From an optimization exercise on the open Yosys and OpenROAD flow, aimed at small area, a short achievable clock period and few clock cycles; shortcuts taken in it are not production practice.
In this exercise RTL edits were held to simulation tests only and were not proved equivalent to the original.
Power is estimated from default activity; no workload was simulated.

==> config.mk <==
export PLATFORM = sky130hd
export DESIGN_NAME = top
export DESIGN_NICKNAME = top
export VERILOG_FILES = /design/flow/design.v
export SDC_FILE = /design/flow/constraint.sdc
export NUM_CORES = 4
export LEC_CHECK = 0
export CAP_MARGIN = 20
export CORE_MARGIN = 2
export CORE_UTILIZATION = 30
export SLEW_MARGIN = 20
==> constraint.sdc <==
create_clock -name core_clock -period 16.5 [get_ports {clk_i}]
set_input_delay 3.3000 -clock core_clock [delete_from_list [all_inputs] [get_ports {clk_i}]]
set_output_delay 3.3000 -clock core_clock [all_outputs]
set_load 0.01 [all_outputs]
==> design.v <==
`timescale 1ns / 1ps
`timescale 1ns / 1ps
module mul_step (
	input  [32:0] m,
	input   [8:0] digit,
	input  [32:0] h,
	output [41:0] sum
);
wire signed [32:0] ms = m;
wire signed  [8:0] ds = digit;
wire signed [41:0] pp = ms * ds;
assign sum = { {9{h[32]}}, h } + pp;
endmodule
`timescale 1ns / 1ps
module muldiv (
	input             clk_i,
	input             reset_i,
	input             req,       
	input       [2:0] f3,        
	input      [31:0] a,
	input      [31:0] b,
	output reg        done,
	output reg [31:0] res
);
localparam ST_IDLE = 2'd0, ST_MUL = 2'd1, ST_DNORM = 2'd2, ST_DITER = 2'd3;
reg  [1:0] st_r;
reg [32:0] h_r;      
reg [31:0] l_r;      
reg [32:0] m_r;      
reg  [4:0] cnt_r;
reg        neg_q_r;
reg        neg_r_r;
function [5:0] clz32(input [31:0] x);
	integer j;
	begin
		clz32 = 6'd32;
		for (j = 0; j < 32; j = j + 1)
			if (x[j]) clz32 = 6'd31 - j;
	end
endfunction
wire        mul_a_signed = f3[0] ^ f3[1];               
wire        mul_b_signed = (f3[1:0] == 2'b01);          
wire        mul_last     = (cnt_r[1:0] == 2'd3);
wire  [8:0] digit        = { mul_last & mul_b_signed & l_r[7], l_r[7:0] };
wire [41:0] mul_sum;
mul_step mul_step_i (.m(m_r), .digit(digit), .h(h_r), .sum(mul_sum));
wire        div_signed = !f3[0];
wire        a_neg      = div_signed & a[31];
wire        b_neg      = div_signed & b[31];
wire [31:0] a_mag      = a_neg ? -a : a;
wire [31:0] b_mag      = b_neg ? -b : b;
wire  [5:0] za         = clz32(h_r[31:0]);
wire  [5:0] zb         = clz32(m_r[31:0]);
wire        d_zero     = (m_r[31:0] == 32'h0);
wire        r_zero     = (h_r[31:0] == 32'h0);
wire        trivial    = d_zero | r_zero | (zb < za);
wire  [4:0] shamt      = zb[4:0] - za[4:0];
wire [31:0] rem_triv   = neg_r_r ? -h_r[31:0] : h_r[31:0];
wire [32:0] diff       = { 1'b0, h_r[31:0] } - { 1'b0, m_r[31:0] };
wire        ge         = !diff[32];
wire [31:0] rn         = ge ? diff[31:0] : h_r[31:0];
wire [31:0] qn         = { l_r[30:0], ge };
always @(*) begin
	done = 1'b0;
	res  = 32'h0;
	case (st_r)
		ST_MUL: begin
			done = mul_last;
			res  = (f3[1:0] == 2'b00) ? { mul_sum[7:0], l_r[31:8] } : mul_sum[39:8];
		end
		ST_DNORM: begin
			done = trivial;
			res  = f3[1] ? rem_triv : (d_zero ? 32'hffff_ffff : 32'h0);
		end
		ST_DITER: begin
			done = (cnt_r == 5'd0);
			res  = f3[1] ? (neg_r_r ? -rn : rn) : (neg_q_r ? -qn : qn);
		end
		default: ;
	endcase
end
always @(posedge clk_i or posedge reset_i) begin
	if (reset_i)
		st_r <= ST_IDLE;
	else case (st_r)
		ST_IDLE:  if (req) st_r <= f3[2] ? ST_DNORM : ST_MUL;
		ST_MUL:   if (mul_last) st_r <= ST_IDLE;
		ST_DNORM: st_r <= trivial ? ST_IDLE : ST_DITER;
		ST_DITER: if (cnt_r == 5'd0) st_r <= ST_IDLE;
	endcase
end
always @(posedge clk_i) begin
	case (st_r)
		ST_IDLE: begin
			if (!f3[2]) begin
				m_r   <= { mul_a_signed & a[31], a };
				h_r   <= 33'h0;
				l_r   <= b;
				cnt_r <= 5'd0;
			end else begin
				h_r     <= { 1'b0, a_mag };
				m_r     <= { 1'b0, b_mag };
				l_r     <= 32'h0;
				neg_q_r <= a_neg ^ b_neg;
				neg_r_r <= a_neg;
			end
		end
		ST_MUL: begin
			h_r   <= mul_sum[40:8];
			l_r   <= { mul_sum[7:0], l_r[31:8] };
			cnt_r <= cnt_r + 5'd1;
		end
		ST_DNORM: begin
			m_r   <= { 1'b0, m_r[31:0] << shamt };
			cnt_r <= shamt;
		end
		ST_DITER: begin
			h_r   <= { 1'b0, rn };
			l_r   <= qn;
			m_r   <= { 1'b0, m_r[32:1] };
			cnt_r <= cnt_r - 5'd1;
		end
	endcase
end
endmodule
`timescale 1ns / 1ps
 `timescale 1ns / 1ps
module register_file (
	input         clk_i,
	input         reset_i,
	input   [4:0] ra1,
	input   [4:0] ra2,
	input   [4:0] wa,       
	input  [31:0] wd,
	output reg [31:0] rd1,
	output reg [31:0] rd2
);
reg  [31:1] valid_r;
wire [1023:0] rows;
assign rows[31:0] = 32'h0;
genvar i;
generate
	for (i = 1; i < 32; i = i + 1) begin : g_row
		reg [31:0] q;
		always @(posedge clk_i)
			if (wa == i) q <= wd;
		assign rows[32*i +: 32] = q;
	end
endgenerate
always @(posedge clk_i or posedge reset_i) begin
	if (reset_i)
		valid_r <= 31'h0;
	else if (wa != 5'd0)
		valid_r[wa] <= 1'b1;
end
wire [31:0] v = {valid_r, 1'b0};
integer k;
always @(*) begin
	rd1 = 32'h0;
	rd2 = 32'h0;
	for (k = 1; k < 32; k = k + 1) begin
		rd1 = rd1 | ({32{ra1 == k && v[k]}} & rows[32*k +: 32]);
		rd2 = rd2 | ({32{ra2 == k && v[k]}} & rows[32*k +: 32]);
	end
	rd1 = rd1 | ({32{ra1 == 5'd2 && !v[2]}} & 32'h2000);
	rd2 = rd2 | ({32{ra2 == 5'd2 && !v[2]}} & 32'h2000);
end
endmodule
`timescale 1ns / 1ps
 `timescale 1ns / 1ps
module top(
input         clk_i,
input         reset_i,
input  [31:0] irdata_i,
output        ird_o,
output [31:0] iaddr_o,
output [31:0] daddr_o,
output [31:0] dwdata_o,
input  [31:0] drdata_i,
output  [1:0] dsize_o,
output  [3:0] dbe_w,
output        drd_o,
output        dwr_o
);
reg  [29:0] pc_r;
reg         ird_r;
assign iaddr_o = { pc_r, 2'b00 };
assign ird_o   = ird_r;
wire [31:0] ins = irdata_i;
wire  [4:0] opc = ins[6:2];
wire  [2:0] f3  = ins[14:12];
wire op_lui    = (opc == 5'b01101);
wire op_auipc  = (opc == 5'b00101);
wire op_jal    = (opc == 5'b11011);
wire op_jalr   = (opc == 5'b11001);
wire op_branch = (opc == 5'b11000);
wire op_load   = (opc == 5'b00000);
wire op_store  = (opc == 5'b01000);
wire op_imm    = (opc == 5'b00100);
wire op_reg    = (opc == 5'b01100);
wire [31:0] imm_i = { {20{ins[31]}}, ins[31:20] };
wire [31:0] imm_s = { {20{ins[31]}}, ins[31:25], ins[11:7] };
wire [31:0] imm_b = { {20{ins[31]}}, ins[7], ins[30:25], ins[11:8], 1'b0 };
wire [31:0] imm_u = { ins[31:12], 12'h0 };
wire [31:0] imm_j = { {12{ins[31]}}, ins[19:12], ins[20], ins[30:21], 1'b0 };
wire [31:0] dec_imm = (op_lui | op_auipc) ? imm_u :
                      op_store            ? imm_s :
                      op_branch           ? imm_b :
                      op_jal              ? imm_j : imm_i;
wire dec_writes = op_lui | op_auipc | op_jal | op_jalr | op_load | op_imm | op_reg;
reg         e_v;
reg   [4:0] e_rs1, e_rs2, e_rd;
reg  [31:0] e_imm;
reg  [29:0] e_pc;
reg   [2:0] e_f3;
reg         e_alt;         
reg         e_useimm;      
reg         e_alu;         
reg         e_md;          
reg         e_upper;       
reg         e_lui;
reg         e_link;        
reg         e_jal, e_jalr, e_branch, e_load, e_store;
reg   [4:0] m_rd;
reg  [31:0] m_res;
reg  [31:0] m_wdata;
reg   [3:0] m_be;
reg   [1:0] m_size;
reg         m_lsigned;
reg         m_load, m_store;
wire [31:0] rf_rd1, rf_rd2;
wire  [4:0] wb_rd;
wire [31:0] wb_data;
register_file register_file_i (
	.clk_i(clk_i), .reset_i(reset_i),
	.ra1(e_rs1), .ra2(e_rs2),
	.wa(wb_rd), .wd(wb_data),
	.rd1(rf_rd1), .rd2(rf_rd2)
);
wire fwd1 = (m_rd != 5'd0) && (m_rd == e_rs1);
wire fwd2 = (m_rd != 5'd0) && (m_rd == e_rs2);
wire [31:0] opa = fwd1 ? m_res : rf_rd1;
wire [31:0] rs2v = fwd2 ? m_res : rf_rd2;
wire [31:0] opb = e_useimm ? e_imm : rs2v;
wire        is_sub = e_branch | (e_alu & ((e_f3 == 3'b000 & e_alt & !e_useimm) | (e_f3[2:1] == 2'b01)));
wire [32:0] sum = { 1'b0, opa } + { 1'b0, is_sub ? ~opb : opb } + { 32'h0, is_sub };
wire        ltu = !sum[32];
wire        lt  = (opa[31] == opb[31]) ? sum[31] : opa[31];
wire        eq  = (opa == opb);
wire  [4:0] shamt = opb[4:0];
wire [31:0] shl = opa << shamt;
wire signed [32:0] shr_in = { e_alt & opa[31], opa };
wire signed [32:0] shr_w  = shr_in >>> shamt;
wire [31:0] shr = shr_w[31:0];
wire [31:0] pc_w    = { e_pc, 2'b00 };
wire [31:0] pc_imm  = (e_lui ? 32'h0 : pc_w) + e_imm;
wire [31:0] pc_4    = { e_pc + 30'd1, 2'b00 };
wire        md_done;
wire [31:0] md_res;
muldiv muldiv_i (
	.clk_i(clk_i), .reset_i(reset_i),
	.req(e_v & e_md), .f3(e_f3),
	.a(opa), .b(rs2v),
	.done(md_done), .res(md_res)
);
wire stall = e_v & e_md & !md_done;
wire br_cond = e_f3[2] ? (e_f3[1] ? ltu : lt) : eq;
wire taken   = e_v & (e_jal | e_jalr | (e_branch & (br_cond ^ e_f3[0])));
wire [29:0] target = e_jalr ? sum[31:2] : pc_imm[31:2];
reg [31:0] alu_res;
always @(*) begin
	case (e_f3)
		3'b000: alu_res = sum[31:0];
		3'b001: alu_res = shl;
		3'b010: alu_res = { 31'h0, lt };
		3'b011: alu_res = { 31'h0, ltu };
		3'b100: alu_res = opa ^ opb;
		3'b101: alu_res = shr;
		3'b110: alu_res = opa | opb;
		default: alu_res = opa & opb;
	endcase
end
wire [31:0] ex_res = e_md    ? md_res :
                     e_link  ? pc_4 :
                     e_upper ? pc_imm :
                     e_alu   ? alu_res : sum[31:0];
wire [1:0] ex_size = e_f3[1:0];
wire [31:0] st_data = (ex_size == 2'd0) ? {4{rs2v[7:0]}} :
                      (ex_size == 2'd1) ? {2{rs2v[15:0]}} : rs2v;
wire [3:0] st_be = (ex_size == 2'd0) ? (4'b0001 << sum[1:0]) :
                   (ex_size == 2'd1) ? (sum[1] ? 4'b1100 : 4'b0011) : 4'b1111;
wire ex_go = e_v & !stall;
always @(posedge clk_i or posedge reset_i) begin
	if (reset_i) begin
		pc_r    <= 30'h0;
		ird_r   <= 1'b0;
		e_v     <= 1'b0;
		m_rd    <= 5'd0;
		m_load  <= 1'b0;
		m_store <= 1'b0;
	end else begin
		ird_r <= 1'b1;
		if (taken)
			pc_r <= target;
		else if (!stall)
			pc_r <= pc_r + 30'd1;
		if (taken)
			e_v <= 1'b0;
		else if (!stall)
			e_v <= 1'b1;
		m_rd    <= ex_go ? e_rd : 5'd0;
		m_load  <= ex_go & e_load;
		m_store <= ex_go & e_store;
	end
end
always @(posedge clk_i) begin
	if (!stall) begin
		e_rs1    <= ins[19:15];
		e_rs2    <= ins[24:20];
		e_rd     <= dec_writes ? ins[11:7] : 5'd0;
		e_imm    <= dec_imm;
		e_pc     <= pc_r;
		e_f3     <= f3;
		e_alt    <= ins[30];
		e_useimm <= op_imm | op_load | op_store | op_jalr;
		e_alu    <= op_imm | (op_reg & !ins[25]);
		e_md     <= op_reg & ins[25];
		e_upper  <= op_lui | op_auipc;
		e_lui    <= op_lui;
		e_link   <= op_jal | op_jalr;
		e_jal    <= op_jal;
		e_jalr   <= op_jalr;
		e_branch <= op_branch;
		e_load   <= op_load;
		e_store  <= op_store;
	end
	m_res     <= ex_res;
	m_wdata   <= st_data;
	m_be      <= st_be;
	m_size    <= ex_size;
	m_lsigned <= !e_f3[2];
end
assign daddr_o  = m_res;
assign dwdata_o = m_wdata;
assign dbe_w    = m_be;
assign dsize_o  = m_size;
assign drd_o    = m_load;
assign dwr_o    = m_store;
wire  [7:0] ld_byte = drdata_i[8*m_res[1:0] +: 8];
wire [15:0] ld_half = m_res[1] ? drdata_i[31:16] : drdata_i[15:0];
wire [31:0] ld_data = (m_size == 2'd0) ? { {24{m_lsigned & ld_byte[7]}}, ld_byte } :
                      (m_size == 2'd1) ? { {16{m_lsigned & ld_half[15]}}, ld_half } : drdata_i;
assign wb_rd   = m_rd;
assign wb_data = m_load ? ld_data : m_res;
endmodule
==> run.sh <==
#!/bin/bash
# synth_recipe.tcl (not shown) runs the flow's synth.tcl, then flattens the netlist and writes it again
# the make line also repeats each setting of config.mk as NAME=value (left out here)
make -C /OpenROAD-flow-scripts/flow DESIGN_CONFIG=/design/flow/config.mk WORK_HOME=/design/flow/orfs CLKGATE_MAP_FILE= SYNTH_SCRIPT=/design/flow/synth_recipe.tcl finish
==> results by group <==
Clocking
  • Num CTS Buffers: 159
  • Bufs on Longest Clock Path: 4
  • H-Tree Depth: 4
  • Post-CTS Setup Repair Bufs: 0
  • Clock slew at reported path FFs: 0.06 ns
  • CTS Hold Bufs: 0
  • Worst-skew pair later-pin latency: 0.90 ns
  • CTS tree: yes
  • TritonCTS Sinks: 1332
  • Post-CTS Resized: 0
  • Root Buffer: clkbuf_16

Synth
  • Syn_area_per_cell: 10.21 µm²
  • Cell Area, Synth: 0.08899 mm²
  • Post-synthesis instance total: 8714
  • Number of synthesized flops with an enable pin: 1189
  • #FFs+latches synth: 1332
  • Async set or reset register ratio after synthesis: 5.405%
  • Ys Warns: 3
  • Yosys cell types: 115
  • Post-synthesis sequential area ratio: 43.74%
  • Post-synth top flop: edfxtp_1

Cells and area
  • Nets: 9387
  • Commonest cells after routing, fill and taps aside: 1189 x edfxtp_1, 860 x nand2_1, 639 x a22oi_1
  • Most common cell after layout, fill and taps aside: edfxtp_1
  • # fillers: 29320
  • Share of cells above drive strength 1: 10.19%
  • Layout area overhead: 14.32%

Timing
  • Final count of hold timing violations: 0
  • Slew headroom: 11.64%
  • RSZ-0062 raised after global routing: false
  • Setup Viol. Count Final: 0
  • Final setup TNS: 0 ns
  • Minimum clock period: 11.20 ns
  • Final count of pins violating max slew: 0
  • Clock Skew: 0.08382 ns
  • Worst-Margin Slew: 1.325 ns
  • Worst hold margin: 0.4815 ns
  • Fmax: 89.30 MHz
  • Period utilisation layout: 67.86%

Critical path
  • CP arrival: 11.93 ns
  • Critical Path Sink Type: register
  • CP Data Required Time: 17.23 ns
  • CP Class: register to register
  • Most used cell, CP: buf_4
  • Max incr delay on CP: 0.94 ns
  • Worst Setup Start Kind: register
  • Max FO, Critical Path: 51
  • Slowest cell on the critical path: edfxtp_1

GRT
  • GRT Residual Overflow: 0
  • Gr usage total: 31.39%
  • Largest net degree at the start of global routing: 67
  • Vias in the first global route: 79520
  • Initial antenna violation count: 40
  • Global-route wire length before repair: 661900 µm

Place
  • HPWL after DPL: 324900 µm
  • Port-buffer cells: 166
  • RD Place Congestion: 1.043

Routing
  • DR vias/cell: 6.638
  • DRT Pass-1 Iters: 13
  • Routed Wire Length: 491900 µm
  • DRC Markers: 0
  • Starting DRC count in detailed routing: 17360
  • Post-route ant nets: 0
  • Via count: 85220
  • Wire per inst: 38.31 µm

Floorplanning
  • I/O Pins: 171
  • Die W: 548.7 µm
  • Die area: 0.3010 mm²
  • Core ar.: 0.2946 mm²
  • Row Count: 199
  • Initial Utilization: 30.21%
  • Die Ht: 548.7 µm

Pwr
  • Lkg Pwr: 37.43 nW
  • Peak supply drop: 305.4 µV
  • Pwr/cell area: 199.5 mW/mm²

Run status
  • Status: no timing/DRC/antenna violations

Hold path
  • Hold Crit Class: register to register

Flow run
  • Max-cap violations: 0
where the power goes:
part           internal, mW  total, mW  switching [mW]
Clock                  2.19       3.74            1.55
Combinational          3.69       11.3            7.59
Sequential             4.57       5.28           0.718
Total                  10.4       20.3            9.86
final cells by class:
class                      count  area [µm²]  share of cell area, %
clock inverter                87        1091                  1.072
clock buffer                 191        4223                  4.151
inverter                     446        1679                  1.650
sequential                  1332       38930                  38.26
timing repair buffer         502        4184                  4.112
multi-input combinational   6312       46610                  45.81
antenna                       49       122.6                 0.1205
tap                         3919        4903                  4.820
critical path, delay by kind of cell (launching register included):
kind,cells,cell delay (ns)
AND/OR/NAND/NOR,7,2.79
buffers and inverters,6,2.20
AO/OA/AOI/OAI,16,4.50
flip-flops,1,0.94
XOR/XNOR,1,0.16
adder cells (fa/ha/maj),1,0.38
sequential cells by signal, summed over array words and instances (netlist names), 3 cells and up:
| name | count |
|---|---|
| m_rd | 5 |
| e_f3 | 3 |
| register_file_i.g_row.q | 992 |
| m_be | 4 |
| e_rd | 5 |
| pc_r | 30 |
| muldiv_i.l_r | 32 |
| muldiv_i.h_r | 33 |
| register_file_i.valid_r | 31 |
| e_rs1 | 5 |
| e_imm | 32 |
| e_pc | 30 |
| m_wdata | 32 |
| muldiv_i.m_r | 33 |
| m_res | 32 |
| e_rs2 | 5 |
| muldiv_i.cnt_r | 5 |
metal layers:
metal / track usage [%] / share of wire (%)
met5: 0.9022 / 0.13
met4: 25.21 / 9.9
met3: 12.90 / 15
met2: 44.21 / 40
met1: 37.41 / 34
cell usage after synthesis, drive strengths merged, types with 34 or more instances:
library cell  count  area, µm²
a2111oi          62      549.3
a211oi           69      543.0
a21o             76      570.6
a21oi           387       1944
a221oi           63      551.8
a222oi          121       1211
a22o             40      350.3
a22oi           639       4797
a31oi            71      463.0
a41oi            35      359.1
and2            179       1120
and3            254       1589
and3b            34      301.5
buf             199       1016
clkbuf          426       1600
dfrtp            72       1802
dfxtp            71       1421
edfxtp         1189      35700
fa              276       5525
ha              292       3654
inv             440       1654
mux2             75      844.6
mux2i           182       1834
nand2           863       3256
nand2b           56      360.3
nand3           310       1551
nand4           111      694.4
nor2            493       1858
nor2b            71      444.2
nor3            122      615.6
nor4             71      475.5
o211ai           53      397.9
o21a             34      255.2
o21ai           390       1956
o21bai           58      435.4
o221ai           40      356.6
o22ai            45      306.6
o31ai            46      360.4
xnor2           210       1839
xor2            139       1217
cells by family (layout without fill, tap and decap cells):
logic type | after synthesis | after routing | synth area share (%)
adder cells (fa/ha/maj) | 568 | 568 | 10.31
AND/OR/NAND/NOR | 2733 | 2733 | 15.26
other | 2 | 52 | 0.008439
buffers and inverters | 1071 | 1226 | 4.824
AO/OA/AOI/OAI | 2381 | 2381 | 18.87
flip-flops | 1332 | 1332 | 43.74
multiplexers | 278 | 278 | 3.542
XOR/XNOR | 349 | 349 | 3.435
through the flow:
stage / util (%) / worst slack, ns / instance area (µm²) / power (mW) / cells
2_1_floorplan: - / 8.268 / 89000 / 11.91 / 8715
3_3_place_gp: 32.67 / 5.300 / 96230 / 16.02 / 12510
3_5_place_dp: 32.68 / 6.046 / 96260 / 16.09 / 12510
4_1_cts: 34.48 / 6.035 / 101600 / 19.87 / 12790
5_1_grt: 34.51 / 5.181 / 101600 / 21.08 / 12800
6_report: 34.54 / 5.302 / 101700 / 20.30 / 12840
final timing paths:
path                                     from                                       to  slack (ns)  depth (start not counted)
min in group asynchronous             reset_i  register_file_i.valid_r[22]$_DFFE_PP0P_        2.94                          2
max reg2reg                e_rs2[4]$_DFFE_PN_                     pc_r[28]$_DFFE_PP0P_        5.30                         31
max                        e_rs2[4]$_DFFE_PN_                     pc_r[28]$_DFFE_PP0P_        5.30                         31
min                         e_store$_DFFE_PN_                        m_store$_DFF_PP0_        0.48                          1
max in group asynchronous             reset_i                         m_load$_DFF_PP0_       12.42                          3
min reg2reg                 e_store$_DFFE_PN_                        m_store$_DFF_PP0_        0.48                          1
Testbench counts, summed over its fixed seeds: cycles 14,346.

==> separate check: timing with driven ports <==
The flow's constraints put no driver on any port. The routed layout listed below was extracted and timed again, unchanged, in two steps. Step 1 assumes that a clkbuf_16 drives the clock port and a buf_2 every other input. Step 2 times the ports against the registers' clock, not the clock port: input delays grow and output delays shrink by t, the midpoint of the rising clock arrivals with the driver on. Three values: ideal ports, drivers, drivers and shift; two values: the first two.
t (ns): 0.943
setup slack, ns: 5.302 / 5.302 / 5.302
worst setup path at the end: register to register
slew at the worst register clock pin (ns): 0.07 / 0.07
worst slew at a driven data input, ns: 0.09
After both steps setup and hold are still met in this run. The setup slack of this run moves by 0.000 ns with the drivers and by 0.000 ns with both steps.
